Context: an optimization exercise on an open-source flow, tuned for small area. The choices shown serve that exercise and are no tape-out recipe. Only simulation tests tie the RTL to the original design; equivalence was not proved. Power is estimated from default activity; no workload was simulated.

## flow/run.sh

```bash
#!/bin/bash
# synth_recipe.tcl (not shown) runs the flow's synth.tcl, then flattens the netlist and writes it again
# the make line also repeats each setting of config.mk as NAME=value (left out here)
make -C /OpenROAD-flow-scripts/flow DESIGN_CONFIG=/design/flow/config.mk WORK_HOME=/design/flow/orfs CLKGATE_MAP_FILE= SYNTH_SCRIPT=/design/flow/synth_recipe.tcl finish
```

## flow/config.mk

```make
export PLATFORM = sky130hd
export DESIGN_NAME = conv_neuron_layer_ffanout
export DESIGN_NICKNAME = conv_neuron_layer_ffanout
export VERILOG_FILES = /design/flow/design.v
export SDC_FILE = /design/flow/constraint.sdc
export NUM_CORES = 4
export LEC_CHECK = 0
export CAP_MARGIN = 20
export CORE_MARGIN = 2
export CORE_UTILIZATION = 40
export CTS_BUF_LIST = sky130_fd_sc_hd__clkbuf_8
export CTS_CLUSTER_DIAMETER = 50
export CTS_CLUSTER_SIZE = 16
export SLEW_MARGIN = 20
export SYNTH_HIERARCHICAL = 1
export SYNTH_MINIMUM_KEEP_SIZE = 0
```

## flow/constraint.sdc

```tcl
create_clock -name core_clock -period 6.0 [get_ports {clk}]
set_input_delay 1.2000 -clock core_clock [delete_from_list [all_inputs] [get_ports {clk}]]
set_output_delay 1.2000 -clock core_clock [all_outputs]
set_load 0.01 [all_outputs]
```

## flow/design.v

```verilog
module conv_neuron
  (
   input  logic        clk,
   input  logic [7:0]  wdx,         
   input  logic [7:0]  wdy,         
   input  logic [7:0]  ins_x,       
   input  logic [7:0]  ins_y,       
   input  logic [7:0]  ins_k,       
   input  logic [7:0]  bdata,       
   input  logic        bias_we,     
   input  logic [31:0] rsel,        
   input  logic        rpol,        
   input  logic [7:0]  feat,        
   input  logic        first,       
   output logic [6:0]  result       
   );
   logic [31:0][7:0] ring;      
   logic [7:0]       bias;
   logic [7:0]       w, w_r;
   logic [20:0]      acc, ain, sum;
   logic [1:0]       cr, cin, cout;
   logic [13:0]      acc_hi;
   always_ff @(posedge clk)
      if (bias_we) bias <= bdata;
   genvar gr;
   generate
      for (gr = 0; gr < 8; gr++) begin : g_RING
         always_ff @(posedge clk) begin
            ring[4*gr+0] <= ring[4*gr+1];
            ring[4*gr+1] <= ring[4*gr+2];
            ring[4*gr+2] <= ring[4*gr+3];
            ring[4*gr+3] <= ~(({8{ins_x[gr]}} & wdx) | ({8{ins_y[gr]}} & wdy) |
                             ({8{ins_k[gr]}} & ring[4*gr+0]));
         end
      end
   endgenerate
   always_comb begin
      w = '0;
      for (int k = 0; k < 32; k++)
        w = w | (ring[k] & {8{rsel[k]}});
   end
   assign ain = first ? {{13{bias[7]}}, bias} : acc;
   assign cin = first ? 2'b00 : cr;
   conv_mac u_mac (.w(w_r), .f(feat), .ain(ain), .cin(cin), .sum(sum), .cout(cout));
   always_ff @(posedge clk) begin
      w_r <= w ^ {8{rpol}};
      acc <= sum;
      cr  <= cout;
   end
   assign acc_hi = acc[20:7] + {cr[1], 4'd0, cr[0], 1'b0};
   assign result = acc_hi[13] ? 7'd0 : (|acc_hi) ? 7'h7f : acc[6:0];
endmodule  
module conv_mac (
  input  logic [7:0]  w,
  input  logic [7:0]  f,
  input  logic [20:0] ain,
  input  logic [1:0]  cin,
  output logic [20:0] sum,
  output logic [1:0]  cout);
  logic t1;
  logic t2;
  logic t3;
  logic t4;
  logic t5;
  logic t6;
  logic t7;
  logic t8;
  logic t9;
  logic t10;
  logic t11;
  logic t12;
  logic t13;
  logic t14;
  logic t15;
  logic t16;
  logic t17;
  logic t18;
  logic t19;
  logic t20;
  logic t21;
  logic t22;
  logic t23;
  logic t24;
  logic t25;
  logic t26;
  logic t27;
  logic t28;
  logic t29;
  logic t30;
  logic t31;
  logic t32;
  logic t33;
  logic t34;
  logic t35;
  logic t36;
  logic t37;
  logic t38;
  logic t39;
  logic t40;
  logic t41;
  logic t42;
  logic t43;
  logic t44;
  logic t45;
  logic t46;
  logic t47;
  logic t48;
  logic t49;
  logic t50;
  logic t51;
  logic t52;
  logic t53;
  logic t54;
  logic t55;
  logic t56;
  logic t57;
  logic t58;
  logic t59;
  logic t60;
  logic t61;
  logic t62;
  logic t63;
  logic t64;
  logic t65;
  logic t66;
  logic t67;
  logic t68;
  logic t69;
  logic t70;
  logic t71;
  logic t72;
  logic t73;
  logic t74;
  logic t75;
  logic t76;
  logic t77;
  logic t78;
  logic t79;
  logic t80;
  logic t81;
  logic t82;
  logic t83;
  logic t84;
  logic t85;
  logic t86;
  logic t87;
  logic t88;
  logic t89;
  logic t90;
  logic t91;
  logic t92;
  logic t93;
  logic t94;
  logic t95;
  logic t96;
  logic t97;
  logic t98;
  logic t99;
  logic t100;
  logic t101;
  logic t102;
  logic t103;
  logic t104;
  logic t105;
  logic t106;
  logic t107;
  logic t108;
  logic t109;
  logic t110;
  logic t111;
  logic t112;
  logic t113;
  logic t114;
  logic t115;
  logic t116;
  logic t117;
  logic t118;
  logic t119;
  logic t120;
  logic t121;
  logic t122;
  logic t123;
  logic t124;
  logic t125;
  logic t126;
  logic t127;
  logic t128;
  logic t129;
  logic t130;
  logic t131;
  logic t132;
  logic t133;
  logic t134;
  logic t135;
  logic t136;
  logic t137;
  logic t138;
  logic t139;
  logic t140;
  logic t141;
  logic t142;
  logic t143;
  logic t144;
  logic t145;
  logic t146;
  logic t147;
  logic t148;
  logic t149;
  logic t150;
  logic t151;
  logic t152;
  logic t153;
  logic t154;
  logic t155;
  logic t156;
  logic t157;
  logic t158;
  logic t159;
  logic t160;
  logic t161;
  logic t162;
  logic t163;
  logic t164;
  logic t165;
  logic t166;
  conv_ha u_t1 (.a(ain[0]), .b((w[0] & f[0])), .s(t1), .co(t2));
  assign sum[0] = t1;
  conv_fa u_t3 (.a(ain[1]), .b((w[0] & f[1])), .c((w[1] & f[0])), .s(t3), .co(t4));
  conv_ha u_t5 (.a(t2), .b(t3), .s(t5), .co(t6));
  assign sum[1] = t5;
  conv_fa u_t7 (.a(ain[2]), .b((w[0] & f[2])), .c((w[1] & f[1])), .s(t7), .co(t8));
  conv_fa u_t9 (.a((w[2] & f[0])), .b(t4), .c(t7), .s(t9), .co(t10));
  conv_ha u_t11 (.a(t6), .b(t9), .s(t11), .co(t12));
  assign sum[2] = t11;
  conv_fa u_t13 (.a(ain[3]), .b((w[0] & f[3])), .c((w[1] & f[2])), .s(t13), .co(t14));
  conv_fa u_t15 (.a((w[2] & f[1])), .b((w[3] & f[0])), .c(t8), .s(t15), .co(t16));
  conv_fa u_t17 (.a(t13), .b(t10), .c(t15), .s(t17), .co(t18));
  conv_ha u_t19 (.a(t12), .b(t17), .s(t19), .co(t20));
  assign sum[3] = t19;
  conv_fa u_t21 (.a(ain[4]), .b((w[0] & f[4])), .c((w[1] & f[3])), .s(t21), .co(t22));
  conv_fa u_t23 (.a((w[2] & f[2])), .b((w[3] & f[1])), .c((w[4] & f[0])), .s(t23), .co(t24));
  conv_fa u_t25 (.a(t14), .b(t21), .c(t23), .s(t25), .co(t26));
  conv_fa u_t27 (.a(t16), .b(t25), .c(t18), .s(t27), .co(t28));
  conv_ha u_t29 (.a(t20), .b(t27), .s(t29), .co(t30));
  assign sum[4] = t29;
  conv_fa u_t31 (.a(ain[5]), .b((w[0] & f[5])), .c((w[1] & f[4])), .s(t31), .co(t32));
  conv_fa u_t33 (.a((w[2] & f[3])), .b((w[3] & f[2])), .c((w[4] & f[1])), .s(t33), .co(t34));
  conv_fa u_t35 (.a((w[5] & f[0])), .b(t22), .c(t24), .s(t35), .co(t36));
  conv_fa u_t37 (.a(t31), .b(t33), .c(t26), .s(t37), .co(t38));
  conv_fa u_t39 (.a(t35), .b(t37), .c(t28), .s(t39), .co(t40));
  conv_ha u_t41 (.a(t30), .b(t39), .s(t41), .co(t42));
  assign sum[5] = t41;
  conv_fa u_t43 (.a(ain[6]), .b((w[0] & f[6])), .c((w[1] & f[5])), .s(t43), .co(t44));
  conv_fa u_t45 (.a((w[2] & f[4])), .b((w[3] & f[3])), .c((w[4] & f[2])), .s(t45), .co(t46));
  conv_fa u_t47 (.a((w[5] & f[1])), .b((w[6] & f[0])), .c(t32), .s(t47), .co(t48));
  conv_fa u_t49 (.a(t34), .b(t43), .c(t45), .s(t49), .co(t50));
  conv_fa u_t51 (.a(t36), .b(t47), .c(t49), .s(t51), .co(t52));
  conv_fa u_t53 (.a(t38), .b(t51), .c(t40), .s(t53), .co(t54));
  conv_ha u_t55 (.a(t42), .b(t53), .s(t55), .co(t56));
  assign sum[6] = t55;
  conv_fa u_t57 (.a(ain[7]), .b(w[7]), .c((w[0] & f[7])), .s(t57), .co(t58));
  conv_fa u_t59 (.a((w[1] & f[6])), .b((w[2] & f[5])), .c((w[3] & f[4])), .s(t59), .co(t60));
  conv_fa u_t61 (.a((w[4] & f[3])), .b((w[5] & f[2])), .c((w[6] & f[1])), .s(t61), .co(t62));
  conv_fa u_t63 (.a((w[7] & ~f[0])), .b(t44), .c(t46), .s(t63), .co(t64));
  conv_fa u_t65 (.a(t57), .b(t59), .c(t61), .s(t65), .co(t66));
  conv_fa u_t67 (.a(t48), .b(t50), .c(t63), .s(t67), .co(t68));
  conv_fa u_t69 (.a(t65), .b(t52), .c(t67), .s(t69), .co(t70));
  conv_fa u_t71 (.a(t69), .b(t54), .c(t56), .s(t71), .co(t72));
  assign sum[7] = t71;
  conv_fa u_t73 (.a(cin[0]), .b(ain[8]), .c((w[1] & f[7])), .s(t73), .co(t74));
  conv_fa u_t75 (.a((w[2] & f[6])), .b((w[3] & f[5])), .c((w[4] & f[4])), .s(t75), .co(t76));
  conv_fa u_t77 (.a((w[5] & f[3])), .b((w[6] & f[2])), .c((w[7] & ~f[1])), .s(t77), .co(t78));
  conv_fa u_t79 (.a(t58), .b(t60), .c(t62), .s(t79), .co(t80));
  conv_fa u_t81 (.a(t73), .b(t75), .c(t77), .s(t81), .co(t82));
  conv_fa u_t83 (.a(t64), .b(t66), .c(t79), .s(t83), .co(t84));
  conv_fa u_t85 (.a(t81), .b(t68), .c(t83), .s(t85), .co(t86));
  conv_ha u_t87 (.a(t70), .b(t85), .s(t87), .co(t88));
  assign sum[8] = t87;
  conv_fa u_t89 (.a(ain[9]), .b((w[2] & f[7])), .c((w[3] & f[6])), .s(t89), .co(t90));
  conv_fa u_t91 (.a((w[4] & f[5])), .b((w[5] & f[4])), .c((w[6] & f[3])), .s(t91), .co(t92));
  conv_fa u_t93 (.a((w[7] & ~f[2])), .b(t74), .c(t76), .s(t93), .co(t94));
  conv_fa u_t95 (.a(t78), .b(t89), .c(t91), .s(t95), .co(t96));
  conv_fa u_t97 (.a(t80), .b(t82), .c(t93), .s(t97), .co(t98));
  conv_fa u_t99 (.a(t95), .b(t84), .c(t97), .s(t99), .co(t100));
  conv_fa u_t101 (.a(t86), .b(t99), .c(t88), .s(t101), .co(t102));
  assign sum[9] = t101;
  conv_fa u_t103 (.a(ain[10]), .b((w[3] & f[7])), .c((w[4] & f[6])), .s(t103), .co(t104));
  conv_fa u_t105 (.a((w[5] & f[5])), .b((w[6] & f[4])), .c((w[7] & ~f[3])), .s(t105), .co(t106));
  conv_fa u_t107 (.a(t90), .b(t92), .c(t103), .s(t107), .co(t108));
  conv_fa u_t109 (.a(t105), .b(t94), .c(t96), .s(t109), .co(t110));
  conv_fa u_t111 (.a(t107), .b(t98), .c(t109), .s(t111), .co(t112));
  conv_fa u_t113 (.a(t100), .b(t111), .c(t102), .s(t113), .co(t114));
  assign sum[10] = t113;
  conv_fa u_t115 (.a(ain[11]), .b((w[4] & f[7])), .c((w[5] & f[6])), .s(t115), .co(t116));
  conv_fa u_t117 (.a((w[6] & f[5])), .b((w[7] & ~f[4])), .c(t104), .s(t117), .co(t118));
  conv_fa u_t119 (.a(t106), .b(t115), .c(t108), .s(t119), .co(t120));
  conv_fa u_t121 (.a(t117), .b(t110), .c(t119), .s(t121), .co(t122));
  conv_fa u_t123 (.a(t112), .b(t121), .c(t114), .s(t123), .co(t124));
  assign sum[11] = t123;
  conv_fa u_t125 (.a(ain[12]), .b((w[5] & f[7])), .c((w[6] & f[6])), .s(t125), .co(t126));
  conv_fa u_t127 (.a((w[7] & ~f[5])), .b(t116), .c(t125), .s(t127), .co(t128));
  conv_fa u_t129 (.a(t118), .b(t127), .c(t120), .s(t129), .co(t130));
  conv_fa u_t131 (.a(t122), .b(t129), .c(t124), .s(t131), .co(t132));
  assign sum[12] = t131;
  conv_fa u_t133 (.a(cin[1]), .b(ain[13]), .c((w[6] & f[7])), .s(t133), .co(t134));
  conv_fa u_t135 (.a((w[7] & ~f[6])), .b(t126), .c(t133), .s(t135), .co(t136));
  conv_fa u_t137 (.a(t128), .b(t135), .c(t130), .s(t137), .co(t138));
  assign sum[13] = t137;
  conv_fa u_t139 (.a(ain[14]), .b((w[7] & ~f[7])), .c(t134), .s(t139), .co(t140));
  conv_fa u_t141 (.a(t136), .b(t139), .c(t138), .s(t141), .co(t142));
  assign sum[14] = t141;
  conv_fa u_t143 (.a(ain[15]), .b(w[7]), .c(t140), .s(t143), .co(t144));
  conv_ha u_t145 (.a(t143), .b(t142), .s(t145), .co(t146));
  assign sum[15] = t145;
  conv_fa u_t147 (.a(ain[16]), .b(w[7]), .c(t144), .s(t147), .co(t148));
  conv_ha u_t149 (.a(t147), .b(t146), .s(t149), .co(t150));
  assign sum[16] = t149;
  conv_fa u_t151 (.a(ain[17]), .b(w[7]), .c(t148), .s(t151), .co(t152));
  conv_ha u_t153 (.a(t151), .b(t150), .s(t153), .co(t154));
  assign sum[17] = t153;
  conv_fa u_t155 (.a(ain[18]), .b(w[7]), .c(t152), .s(t155), .co(t156));
  conv_ha u_t157 (.a(t155), .b(t154), .s(t157), .co(t158));
  assign sum[18] = t157;
  conv_fa u_t159 (.a(ain[19]), .b(w[7]), .c(t156), .s(t159), .co(t160));
  conv_ha u_t161 (.a(t159), .b(t158), .s(t161), .co(t162));
  assign sum[19] = t161;
  conv_fa u_t163 (.a(ain[20]), .b(w[7]), .c(t160), .s(t163), .co(t164));
  conv_ha u_t165 (.a(t163), .b(t162), .s(t165), .co(t166));
  assign sum[20] = t165;
  assign cout[0] = t72;
  assign cout[1] = t132;
endmodule
module conv_fa (input logic a, b, c, output logic s, co);
  assign s  = a ^ b ^ c;
  assign co = (a & b) | (a & c) | (b & c);
endmodule
module conv_ha (input logic a, b, output logic s, co);
  assign s  = a ^ b;
  assign co = a & b;
endmodule
module conv_neuron_layer_ffanout
  #
  (
   parameter LAYER_SIZE       = 10,
   parameter LAYER_SIZE_ORDER = 4,
   parameter FEATURE_WIDTH    = 8,
   parameter WEIGHT_WIDTH     = 8,
   parameter WEIGHT_MEM_ORDER = 5,
   parameter OUTPUT_WIDTH     = 8,
   parameter OUTPUT_SHIFT     = 0,
   parameter BIAS_SHIFT       = 0,
   parameter ReLU             = "TRUE"
   )
  (
   input logic                         clk,
   input logic [FEATURE_WIDTH-1:0]     feature_stream,
   input logic                         feature_first,
   input logic                         feature_last,
   input logic [WEIGHT_WIDTH-1:0]      weight_stream,
   input logic [LAYER_SIZE_ORDER-1:0]  weight_id,
   input logic                         weight_first,
   input logic                         weight_last,
   output logic [OUTPUT_WIDTH-1:0]     output_stream,
   output logic [LAYER_SIZE_ORDER-1:0] output_id,
   output logic                        output_valid
   );
  logic [2:0]  tc;                    
  logic [1:0]  ph;
  logic        ld_active;
  logic        word_v;
  logic        bcur;                  
  logic [3:0]  tv, tb;                
  logic [3:0][7:0] td;                
  logic [1:0]  xd, yd;                
  logic [3:0]  xid, yid;              
  logic [4:0]  xk, yk;                
  logic        xv, yv;                
  logic [7:0]  xdat, ydat;
  logic [LAYER_SIZE:1] xn, yn;        
  logic [7:0]  xr, yr;                
  logic        yfirst;                
  logic        clash;                 
  logic        xw, yw;                
  assign ph     = tc[1:0];
  assign word_v = ld_active && !weight_first;
  always_comb begin
    tv[0] = word_v;
    tb[0] = bcur;
    td[0] = weight_stream;
  end
  always_ff @(posedge clk) begin
    tc <= tc + 1'b1;
    if (weight_first) begin
      ld_active <= 1'b1;
      bcur      <= !bcur;
      if (bcur) begin
        xd  <= 2'd3 - ph;
        xid <= weight_id;
      end else begin
        yd  <= 2'd3 - ph;
        yid <= weight_id;
      end
    end else if (ld_active && weight_last) begin
      ld_active <= 1'b0;
    end
    for (int i = 1; i < 4; i++) begin
      tv[i] <= tv[i-1];
      tb[i] <= tb[i-1];
      td[i] <= td[i-1];
    end
    if (weight_first && bcur) xk <= '0;
    else if (xv)              xk <= xk + 1'b1;
    if (weight_first && !bcur) yk <= '0;
    else if (yv)               yk <= yk + 1'b1;
  end
  assign xv   = tv[xd] && !tb[xd];
  assign yv   = tv[yd] &&  tb[yd];
  assign xdat = td[xd] ^ {8{tc[2]}};
  assign ydat = td[yd] ^ {8{tc[2]}};
  assign yfirst = bcur;
  assign clash = xv && yv && (xid == yid) && (xk[4:2] == yk[4:2]);
  assign xw = xv && !(clash && yfirst);
  assign yw = yv && !(clash && !yfirst);
  always_comb begin
    for (int n = 1; n <= LAYER_SIZE; n++) begin
      xn[n] = xw && (xid == n);
      yn[n] = yw && (yid == n);
    end
    for (int r = 0; r < 8; r++) begin
      xr[r] = (xk[4:2] == r);
      yr[r] = (yk[4:2] == r);
    end
  end
  logic [7:0]  feat_r;
  logic        first_r, last_r, last_r2;
  logic [4:0]  rcnt, raddr;
  logic [1:0]  rpos;
  logic [2:0]  rpt;
  logic        rpol;
  logic [31:0] rsel;
  assign raddr = feature_first ? 5'd0 : rcnt;
  assign rpos  = raddr[1:0] - ph;
  assign rpt   = tc + {1'b0, rpos};
  assign rpol  = rpt[2];
  always_ff @(posedge clk) begin
    feat_r  <= feature_stream;
    first_r <= feature_first;
    last_r  <= feature_last;
    last_r2 <= last_r;
    rcnt    <= raddr + 1'b1;
  end
  always_comb
    for (int r = 0; r < 8; r++)
      for (int p = 0; p < 4; p++)
        rsel[4*r+p] = (raddr[4:2] == r) && (rpos == p);
  logic [7*LAYER_SIZE-1:0] result;
  genvar gi;
  generate
    for (gi = 1; gi <= LAYER_SIZE; gi++) begin : g_NEURONS
      logic [7:0] hx, hy;
      assign hx = {8{xn[gi]}} & xr;
      assign hy = {8{yn[gi]}} & yr;
      conv_neuron u_conv_neuron
        (
         .clk     (clk),
         .wdx     (xdat),
         .wdy     (ydat),
         .ins_x   (hx),
         .ins_y   (hy),
         .ins_k   (~(hx | hy)),
         .bdata   (weight_stream),
         .bias_we (weight_first && weight_id == gi),
         .rsel    (rsel),
         .rpol    (rpol),
         .feat    (feat_r),
         .first   (first_r),
         .result  (result[7*(gi-1) +: 7])
         );
    end
  endgenerate
  logic [6:0] out_sr [1:LAYER_SIZE];
  logic [3:0]               out_id;
  logic                     out_valid;
  always_ff @(posedge clk) begin
    if (last_r2) begin
      for (int j = 1; j <= LAYER_SIZE; j++) out_sr[j] <= result[7*(j-1) +: 7];
      out_id    <= 4'd1;
      out_valid <= 1'b1;
    end else begin
      for (int j = 1; j < LAYER_SIZE; j++) out_sr[j] <= out_sr[j+1];
      out_sr[LAYER_SIZE] <= result[7*(LAYER_SIZE-1) +: 7];
      if (out_valid) begin
        out_id <= out_id + 1'b1;
        if (out_id == LAYER_SIZE) out_valid <= 1'b0;
      end
    end
  end
  assign output_stream = {1'b0, out_sr[1]};
  assign output_id     = out_id;
  assign output_valid  = out_valid;
endmodule  
```

==> results of run 1 <==
## state kept, by name (all words and copies together), names as in the netlist, 2 cells and up
signal,cells
g_NEURONS.u_conv_neuron.ring,2560
g_NEURONS.u_conv_neuron.acc,210
g_NEURONS.u_conv_neuron.bias,80
g_NEURONS.u_conv_neuron.w_r,80
out_sr,70
td,24
g_NEURONS.u_conv_neuron.cr,20
feat_r,8
rcnt,5
xk,5
yk,5
out_id,4
xid,4
yid,4
tb,3
tc,3
tv,3
xd,2
yd,2
## cell usage after synthesis (all sizes together) (18+ instances only)
library cell	count	area share [%]
inv	159	0.51
o2111ai	20	0.20
o21a	70	0.45
and2	573	3.1
nor3	100	0.43
nor2b	114	0.61
a221oi	320	2.4
a21oi	37	0.16
buf	319	1.8
a311oi	21	0.16
fa	690	12
nand2	50	0.16
nand3	36	0.15
a22oi	640	4.1
nor2	164	0.53
dfxtp	3005	52
clkbuf	755	2.4
xnor2	138	1.0
nand2b	18	0.097
nor4	150	0.83
o21ai	151	0.65
xor2	33	0.25
and4	20	0.18
edfxtp	93	2.4
mux2	143	1.4
a22o	320	2.4
nand4	262	1.4
ha	179	1.9
a222oi	640	5.5
## power groups by stage
stage	registers, mW	logic [mW]	clock network (mW)
after floorplan	23.8	11.8	0
after global placement	24.7	10.5	0
after detailed placement	24.7	10.8	0
after CTS	24.3	10.9	14.5
after global routing	24.5	12.5	15.3
final	24.3	10.8	14.5
## modules after synthesis (local to each module, per instance)
module / cells inside / area [um^2]
conv_fa: 1 / 20.0
conv_neuron: 684 / 8780
conv_ha: 1 / 12.5
conv_mac: 87 / 579
conv_neuron_layer_ffanout: 793 / 7410
## kinds of logic after synthesis
kind of cell / share of synthesized area, %
fa+ha+maj: 13.8
mux: 1.72
other cells: 0.00322
simple gates: 7.78
buf+inv: 4.79
compound gates: 16.6
flops: 54.0
xor+xnor: 1.29
## cells in the final DEF (no fill, tap or decap), types with 137 or more instances in the layout
master	instances
a221oi_1	320
a222oi_1	640
a22o_1	320
a22oi_1	640
and2_1	523
buf_4	461
clkbuf_8	328
dfxtp_1	2993
fa_1	690
ha_1	179
inv_1	185
mux2_2	143
nand4_1	262
o21ai_0	151
xnor2_1	137
## path summary, 6_finish.rpt
check                                                       endpoint                                  from  slack (ns)  cells past startpoint
worst min-delay path            g_NEURONS[9].u_conv_neuron.ring[229]  g_NEURONS[9].u_conv_neuron.ring[237]        0.28                      0
worst max-delay path              g_NEURONS[5].u_conv_neuron.acc[12]                               first_r        0.53                     12
worst max register to register    g_NEURONS[5].u_conv_neuron.acc[12]                               first_r        0.53                     12
worst min register to register  g_NEURONS[9].u_conv_neuron.ring[229]  g_NEURONS[9].u_conv_neuron.ring[237]        0.28                      0
## layer usage
layer | up-vias | track usage [%]
met5 | - | 0
met4 | 8 | 15.2
met3 | 1697 | 8.78
met2 | 6473 | 42.5
met1 | 42600 | 37.1
li1 | 34300 | -
## stage by stage
step	area, um^2	setup WS (ns)	hold WS (ns)
CTS	130000	0.551	0.285
finish	130000	0.528	0.284
detailed placement	123000	0.640	0.319
global placement	123000	0.595	0.320
global route	130000	0.289	0.291
floorplan	117000	0.807	0.310
## worst register-to-register path, stage by stage, from the launching register on
cell and delay (ns):
dfxtp_4 0.61, buf_4 0.39, nand2_1 0.31, o21ai_0 0.22, fa_1 0.47, fa_1 0.45, fa_1 0.55, fa_1 0.42
ha_1 0.21, fa_1 0.38, fa_1 0.40, fa_1 0.42, fa_1 0.46
## layout make-up
type,instances,area (um^2)
fillers,26300,161000
flip-flops and latches,3098,63000
multi-input cells,5002,49600
repair buffers,556,5000
well taps,3900,4880
clock buffers,328,4510
clock inverters,182,2050
inverters,159,597
diodes,10,25.0
==> impl_results.rst, run 1 <==
.. list-table::
   :header-rows: 1

   * - Metric
     - Value
   * - Run status
     - finished clean
   * - Warning count from the yosys run
     - 9
   * - # Post-CTS Setup Buffers
     - 0
   * - Avg WL per Cell
     - 32.7 um
   * - Die Footprint
     - 0.296 mm^2
   * - Number of violations of the max-capacitance limit
     - 0
   * - Most numerous cell on the critical path
     - fa_1
   * - Register bit count reported by yosys
     - between 3000 and 4000
   * - Utilization after layout
     - 44.7%
   * - Met3 wire length
     - around 59 mm
   * - Time the worst path needs with I/O delays and setup
     - around 5.5 ns
   * - Delay of the slowest cell on the worst path
     - about 0.61 ns
   * - Critical path data required time
     - 6.83 ns
   * - Path class of the lowest-slack min-delay path
     - reg -> reg
   * - Number of buffers on the longest clock path
     - 4
   * - Final-report setup violation count
     - 0
   * - Summed instance area of the synthesized netlist
     - 0.117 mm^2
   * - Pwr dens
     - 382 mW/mm^2
   * - Slew Limit Headroom
     - approximately 12%
   * - Via count of the first global-routing pass
     - between 80000 and 90000
   * - Count of placed standard cells in the final layout, fillers left out
     - about 13000
   * - Final setup skew
     - approximately 0.13 ns
   * - Cell Int Power
     - between 30 and 40 mW
   * - Floorplan Core Area
     - a little under 0.3 mm^2
   * - Number of clock buffers inserted by TritonCTS
     - 307
   * - Clock slew seen by the registers of the worst setup and hold paths
     - about 0.10 ns
   * - Max-slew violation total from the final report
     - 0
   * - Part of the power in combinational logic
     - ~22%
   * - GRT Residual Overflow
     - 0
   * - Pin count of the biggest net entering global routing
     - around 80
   * - Cell family with the largest share of critical-path delay
     - adder cells
   * - Crit path arrival time
     - between 6 and 7 ns
   * - Clock root buffer master
     - clkbuf_8
   * - RSZ-0062 raised after global routing
     - no
   * - Flip-flop cell with the highest count after synthesis
     - dfxtp_1
   * - Number of DRC markers in iteration 0
     - between 10000 and 15000
   * - Number of core rows
     - between 150 and 200
   * - Final hold viol count
     - 0
   * - Kind of start point of the critical path
     - flip-flop
   * - Met2 routed WL
     - 182 mm
   * - Number of top-level design ports
     - 38
   * - Max stage delay cell, worst path
     - dfxtp_4
   * - Top sig layer
     - met5
   * - Placed instance count
     - 12700
   * - Number of vias after detailed routing
     - roughly 85000
   * - Buffers and inverters on the worst path
     - 1
   * - Signed area change from the synthesized netlist to the final layout
     - 11.2%
   * - Critical path, cell by cell
     - buf_4 > nand2_1 > o21ai_0 > fa_1 > fa_1 > fa_1 > fa_1 > ha_1 > fa_1 > fa_1 > fa_1 > fa_1
   * - Routability Congestion
     - 0.945
   * - Period utilization
     - 91.2%
   * - Max Freq
     - between 0.15 and 0.2 GHz
   * - Antenna violations before repair
     - 22
   * - DR pass1 iterations
     - 14
   * - TritonCTS clock tree
     - done
   * - Category of the critical setup timing path
     - reg -> reg
   * - Number of cells upsized or downsized after cts
     - 0
   * - Syn_nets
     - 10200
   * - Detailed-route wire length on metal 1
     - roughly 160 mm
   * - CTS Hold Bufs
     - 0
   * - Max H-tree Level
     - 5
   * - Post-DP HPWL
     - 275 mm
   * - Worst setup EP type
     - flip-flop
   * - Initial core utilization
     - 40.1%
   * - Layout net count
     - around 10000
   * - Die H
     - ~540 um
   * - Overall global routing resource usage
     - between 20 and 30%
   * - Final routed wirelength across all metal layers
     - approximately 430 mm
   * - Fraction of final layout cells sized beyond drive strength 1
     - ~16%
   * - Global-route wire length before repair
     - 620 mm
   * - DRC violations left
     - 0
   * - Transition time at the pin with the least slew margin
     - about 1.3 ns
   * - Final sum of negative setup slack
     - 0 ns
   * - Worst-Skew Late Latency
     - 1.06 ns
   * - Clock Sink Count
     - just over 3000
   * - Number of instances in the synthesized netlist
     - 9333
   * - Part of the power in the clock network
     - between 20% and 30%
   * - Power consumption
     - just under 50 mW
   * - Net switching fraction of the power
     - between 30% and 40%
   * - Maximum fanout count along the critical path
     - 25
   * - Die span in x
     - between 500 and 600 um
   * - Ys async rst share
     - 0%
   * - Port Buf Inserts
     - 36
   * - Count of flip-flops with a built-in enable after synthesis
     - 93
   * - Net switching power
     - 15.6 mW
   * - Maximum ir drop on the vdd rail
     - between 0.2 and 0.3 mV
   * - Sequential fraction of the synthesis area
     - between 50% and 60%
   * - Vias per cell
     - roughly 6.4
   * - Mean instance size in the synthesized netlist
     - approximately 12 um^2
   * - Number of distinct library cells after synthesis
     - between 60 and 70
   * - Fraction of power consumed by sequential logic
     - roughly half
   * - Count of nets left with antenna violations after detail routing
     - 0
   * - Total leakage power
     - 49.7 nW
==> inputs of run 2 (changes only) <==
--- a/flow/config.mk
+++ b/flow/config.mk
@@ -8,9 +8,9 @@
 export CAP_MARGIN = 20
 export CORE_MARGIN = 2
 export CORE_UTILIZATION = 40
-export CTS_BUF_LIST = sky130_fd_sc_hd__clkbuf_8
-export CTS_CLUSTER_DIAMETER = 50
-export CTS_CLUSTER_SIZE = 16
+export CTS_BUF_LIST = sky130_fd_sc_hd__clkbuf_16
+export CTS_CLUSTER_DIAMETER = 80
+export CTS_CLUSTER_SIZE = 30
 export SLEW_MARGIN = 20
 export SYNTH_HIERARCHICAL = 1
 export SYNTH_MINIMUM_KEEP_SIZE = 0
==> run 2 against run 1 <==
Net effect:
- still clean
- routed wire length shrank 1.1%
- final area shrank 1.5%
- maximum frequency grew 0.71%
- total power shrank 5.1%
- sequential cell count is the same
- cell count shrank 2.2%
==> impl_results.rst, run 2 <==
.. list-table::
   :header-rows: 1

   * - Metric
     - Value
   * - Run status
     - finished clean (unchanged)
   * - DRC violations left
     - 0 (unchanged)
   * - # Post-CTS Setup Buffers
     - 0 (unchanged)
   * - Number of vias after detailed routing
     - 84000 (was 85100)
   * - Number of core rows
     - 198 (unchanged)
   * - Port Buf Inserts
     - 36 (unchanged)
   * - Number of flip-flops under the largest register name
     - 2560 (unchanged)
   * - Pin count of the biggest net entering global routing
     - 81 (unchanged)
   * - Critical path data required time
     - 6.70 ns (was 6.83 ns)
   * - Startpoint of the tightest hold check path
     - g_NEURONS[4].u_conv_neuron.ring[238] (was g_NEURONS[9].u_conv_neuron.ring[237])
   * - Xor/xnor share of the synthesized area
     - 1.29% (unchanged)
   * - Post-synthesis compound-gate area fraction
     - 16.6% (unchanged)
   * - Die span in x
     - 544 um (unchanged)
   * - Reg-to-Reg Start
     - first_r (unchanged)
   * - Worst Hold Endpoint
     - g_NEURONS[4].u_conv_neuron.ring[230] (was g_NEURONS[9].u_conv_neuron.ring[229])
   * - R2R cell count
     - 12 (unchanged)
   * - Crit path arrival time
     - 6.14 ns (was 6.30 ns)
   * - Reg-to-Reg End
     - g_NEURONS[5].u_conv_neuron.acc[12] (unchanged)
   * - Met2 routed WL
     - 182 mm (about the same)
   * - Path class of the lowest-slack min-delay path
     - reg -> reg (unchanged)
   * - Combinational family with the most area after synthesis
     - compound AO/OA/AOI/OAI gates (unchanged)
   * - TritonCTS clock tree
     - done (unchanged)
   * - Fraction of final layout cells sized beyond drive strength 1
     - 13.1% (was 15.7%)
   * - Time the worst path needs with I/O delays and setup
     - 5.43 ns (was 5.47 ns)
   * - Transition time at the pin with the least slew margin
     - 1.32 ns (was 1.31 ns)
   * - Cell taking the most area after synthesis
     - dfxtp_1 (unchanged)
   * - Proportion of synthesized area in mux cells
     - 1.72% (unchanged)
   * - Number of filler cells placed in the layout
     - 26300 (about the same)
   * - Ys async rst share
     - 0% (unchanged)
   * - Routability Congestion
     - 0.945 (unchanged)
   * - Flip-flop cell with the highest count after synthesis
     - dfxtp_1 (unchanged)
   * - DR pass1 iterations
     - 11 (was 14)
   * - Overall global routing resource usage
     - 28.3% (was 28.6%)
   * - Number of instances in the synthesized netlist
     - 9333 (unchanged)
   * - Mean instance size in the synthesized netlist
     - 12.5 um^2 (unchanged)
   * - Commonest non-fill, non-tap cells in the layout
     - dfxtp_1 (2994), fa_1 (690), a222oi_1 (640), a22oi_1 (640), and2_1 (523) (was dfxtp_1 (2993), fa_1 (690), a222oi_1 (640), a22oi_1 (640), and2_1 (523))
   * - Maximum fanout count along the critical path
     - 25 (unchanged)
   * - GRT Residual Overflow
     - 0 (unchanged)
   * - Worst-Skew Late Latency
     - 0.88 ns (was 1.06 ns)
   * - Share of Yosys cell area claimed by the top area cell type
     - 51.6% (unchanged)
   * - Hold Path Depth
     - 0 (unchanged)
   * - Count of placed standard cells in the final layout, fillers left out
     - 12900 (was 13200)
   * - Avg WL per Cell
     - 33.1 um (was 32.7 um)
   * - Vias per cell
     - 6.49 (was 6.43)
   * - Met3 wire length
     - 56.7 mm (was 58.9 mm)
   * - Most common cell after layout, fill and taps aside
     - dfxtp_1 (unchanged)
   * - Max-slew violation total from the final report
     - 0 (unchanged)
   * - Global-route wire length before repair
     - 613 mm (was 620 mm)
   * - Top sig layer
     - met5 (unchanged)
   * - Maximum ir drop on the vdd rail
     - 0.319 mV (was 0.254 mV)
   * - Final setup slack of the worst path
     - 0.566 ns (was 0.528 ns)
   * - Die Footprint
     - 0.296 mm^2 (unchanged)
   * - Number of buffers on the longest clock path
     - 3 (was 4)
   * - Layout net count
     - 9854 (was 10000)
   * - Placed instance count
     - 12700 (unchanged)
   * - Floorplan Core Area
     - 0.290 mm^2 (unchanged)
   * - Sequential fraction of the synthesis area
     - 54.0% (unchanged)
   * - Syn_nets
     - 10200 (unchanged)
   * - Final setup skew
     - 0.0735 ns (was 0.132 ns)
   * - Number of DRC markers in iteration 0
     - 14200 (was 14500)
   * - Share of synthesized cell area in and, or, nand and nor gates
     - 7.78% (unchanged)
   * - Kind of start point of the critical path
     - flip-flop (unchanged)
   * - Via count of the first global-routing pass
     - 86300 (was 88200)
   * - Period utilization
     - 90.6% (was 91.2%)
   * - Count of flip-flops with a built-in enable after synthesis
     - 93 (unchanged)
   * - Clock slew seen by the registers of the worst setup and hold paths
     - 0.11 ns (was 0.10 ns)
   * - Die H
     - 544 um (unchanged)
   * - Post-DP HPWL
     - 275 mm (unchanged)
   * - Most repeated cell in the gate-level netlist after synthesis
     - dfxtp_1 (unchanged)
   * - Most area-consuming cells after synthesis
     - dfxtp_1 (52%), fa_1 (12%), a222oi_1 (5.5%) (unchanged)
   * - Largest registers
     - g_NEURONS.u_conv_neuron.ring x2560, g_NEURONS.u_conv_neuron.acc x210 (unchanged)
   * - Initial core utilization
     - 40.1% (unchanged)
   * - Total placed instance area
     - 0.123 mm^2 (unchanged)
   * - Max Freq
     - 0.184 GHz (was 0.183 GHz)
   * - Pwr dens
     - 368 mW/mm^2 (was 382 mW/mm^2)
   * - Antenna violations before repair
     - 24 (was 22)
   * - Final cell area excluding filler cells
     - 0.128 mm^2 (was 0.130 mm^2)
   * - Number of clock buffers inserted by TritonCTS
     - 143 (was 307)
   * - Warning count from the yosys run
     - 9 (unchanged)
   * - Signed area change from the synthesized netlist to the final layout
     - 9.54% (was 11.2%)
   * - Worst R2R Setup Slack
     - 0.57 ns (was 0.53 ns)
   * - Setup slack after placement
     - 0.640 ns (unchanged)
   * - Register bit count reported by yosys
     - 3098 (unchanged)
   * - Clock Sink Count
     - 3098 (unchanged)
   * - Final routed wirelength across all metal layers
     - 428 mm (was 433 mm)
   * - Number of violations of the max-capacitance limit
     - 0 (unchanged)
   * - CTS Hold Bufs
     - 0 (unchanged)
   * - Category of the critical setup timing path
     - reg -> reg (unchanged)
   * - Count of nets left with antenna violations after detail routing
     - 0 (unchanged)
   * - Adder-cell area share of the yosys netlist
     - 13.8% (unchanged)
   * - Final hold viol count
     - 0 (unchanged)
   * - Worst setup EP type
     - flip-flop (unchanged)
   * - Top reg by flops
     - g_NEURONS.u_conv_neuron.ring (unchanged)
   * - List of most frequent post-synthesis cells
     - dfxtp_1 (3005), clkbuf_1 (744), fa_1 (690) (unchanged)
   * - Final sum of negative setup slack
     - 0 ns (unchanged)
   * - Number of distinct library cells after synthesis
     - 66 (unchanged)
   * - Slew Limit Headroom
     - 11.7% (was 12.1%)
   * - RSZ-0062 raised after global routing
     - no (unchanged)
   * - Number of top-level design ports
     - 38 (unchanged)
   * - Max H-tree Level
     - 4 (was 5)
   * - Number of cells upsized or downsized after cts
     - 0 (unchanged)
   * - Total leakage power
     - 48.5 nW (was 49.7 nW)
   * - Clock root buffer master
     - clkbuf_16 (was clkbuf_8)
   * - Summed instance area of the synthesized netlist
     - 0.117 mm^2 (unchanged)
   * - Detailed-route wire length on metal 1
     - 165 mm (about the same)
   * - Final-report setup violation count
     - 0 (unchanged)
==> run 2: per-layer routing <==
layer  vias to the layer above  global-route usage [%]
met2                      6265                    42.5
li1                      33900                       -
met1                     42300                    37.4
met5                         -                       0
met4                         6                    13.7
met3                      1504                    8.18
==> run 2: Yosys stat by module, one instance, submodules excluded <==
module / cell area, um^2 / flip-flops and latches / times used / cells
conv_neuron: 8780 / 295 / 10 / 684
conv_fa: 20.0 / 0 / 690 / 1
conv_ha: 12.5 / 0 / 140 / 1
conv_neuron_layer_ffanout: 7410 / 148 / 1 / 793
conv_mac: 579 / 0 / 10 / 87
==> run 2: area by class of cell <==
class	instances	area [um^2]	share of cell area (%)
sequential	3098	63000	49.3
multi-input combinational	5002	49600	38.8
timing repair buffer	556	5000	3.92
tap	3900	4880	3.82
clock buffer	145	3630	2.84
clock inverter	70	957	0.750
inverter	159	597	0.467
antenna	8	20.0	0.0157
==> run 2: kinds of logic (layout without fill, tap and decap cells) <==
kind of cell,Yosys count,after routing
AO/OA/AOI/OAI,2274,2274
multiplexers,161,161
adder cells (fa/ha/maj),869,869
flip-flops,3098,3098
other,1,9
XOR/XNOR,171,171
AND/OR/NAND/NOR,1526,1526
buffers and inverters,1233,930
==> run 2: how the worst max path moves through the flow <==
stage	to	slack [ns]	startpoint	depth (start not counted)
floorplan	g_NEURONS[10].u_conv_neuron.acc[12]	0.81	feat_r[7]	11
global placement	g_NEURONS[8].u_conv_neuron.w_r[7]	0.60	feature_first	16
detailed placement	g_NEURONS[5].u_conv_neuron.acc[12]	0.64	first_r	12
CTS	g_NEURONS[6].u_conv_neuron.acc[12]	0.60	first_r	12
global route	g_NEURONS[5].u_conv_neuron.acc[12]	0.31	first_r	12
finish	g_NEURONS[5].u_conv_neuron.acc[12]	0.57	first_r	12
==> run 2: critical path: stages, from the launching register on <==
cell and delay, ns:
dfxtp_4 0.62, buf_4 0.35, nand2_1 0.28, o21ai_0 0.21, fa_1 0.47, fa_1 0.45, fa_1 0.55, fa_1 0.42
ha_1 0.21, fa_1 0.38, fa_1 0.40, fa_1 0.41, fa_1 0.46
==> run 2: power by group <==
part | switching [mW] | total (mW) | internal, mW
clock network | 7.15 | 11.9 | 4.78
registers | 1.86 | 24.3 | 22.5
logic | 5.75 | 10.7 | 4.99
total | 14.8 | 47.0 | 32.3
==> run 2: through the flow <==
step           utilization (%)  hold slack [ns]  power [mW]
6_report                  44.0            0.326        47.0
5_1_grt                   44.0            0.322        49.7
4_1_cts                   44.0            0.328        47.2
3_5_place_dp              42.4            0.319        35.6
3_3_place_gp              42.4            0.320        35.2
2_1_floorplan                -            0.310        35.7

==> separate check: timing with driven ports <==
Ports are ideal in the flow. The routed layouts listed here were re-timed in OpenROAD. Step 1 assumes that a clkbuf_16 drives the clock port and a buf_2 every other input. Step 2 also shifts input and output timing later by t, the mid clock arrival at the registers, as if the neighbouring blocks saw the same clock. Three values: no drivers, after step 1, after step 2; two values: the first two.
run | t, ns | setup slack, ns | clock arrival spread, ns | cell pins on the clock port's net
run 1 | 1.083 | 0.528 / 0.528 / 0.343 | 0.145 / 0.145 | 1
run 2 | 0.939 | 0.566 / 0.566 / 0.389 | 0.079 / 0.079 | 1
After both steps setup and hold are still met in every run listed. For run 1, which loses most, drivers alone change the setup slack by 0.000 ns; drivers and shift together by -0.185 ns.
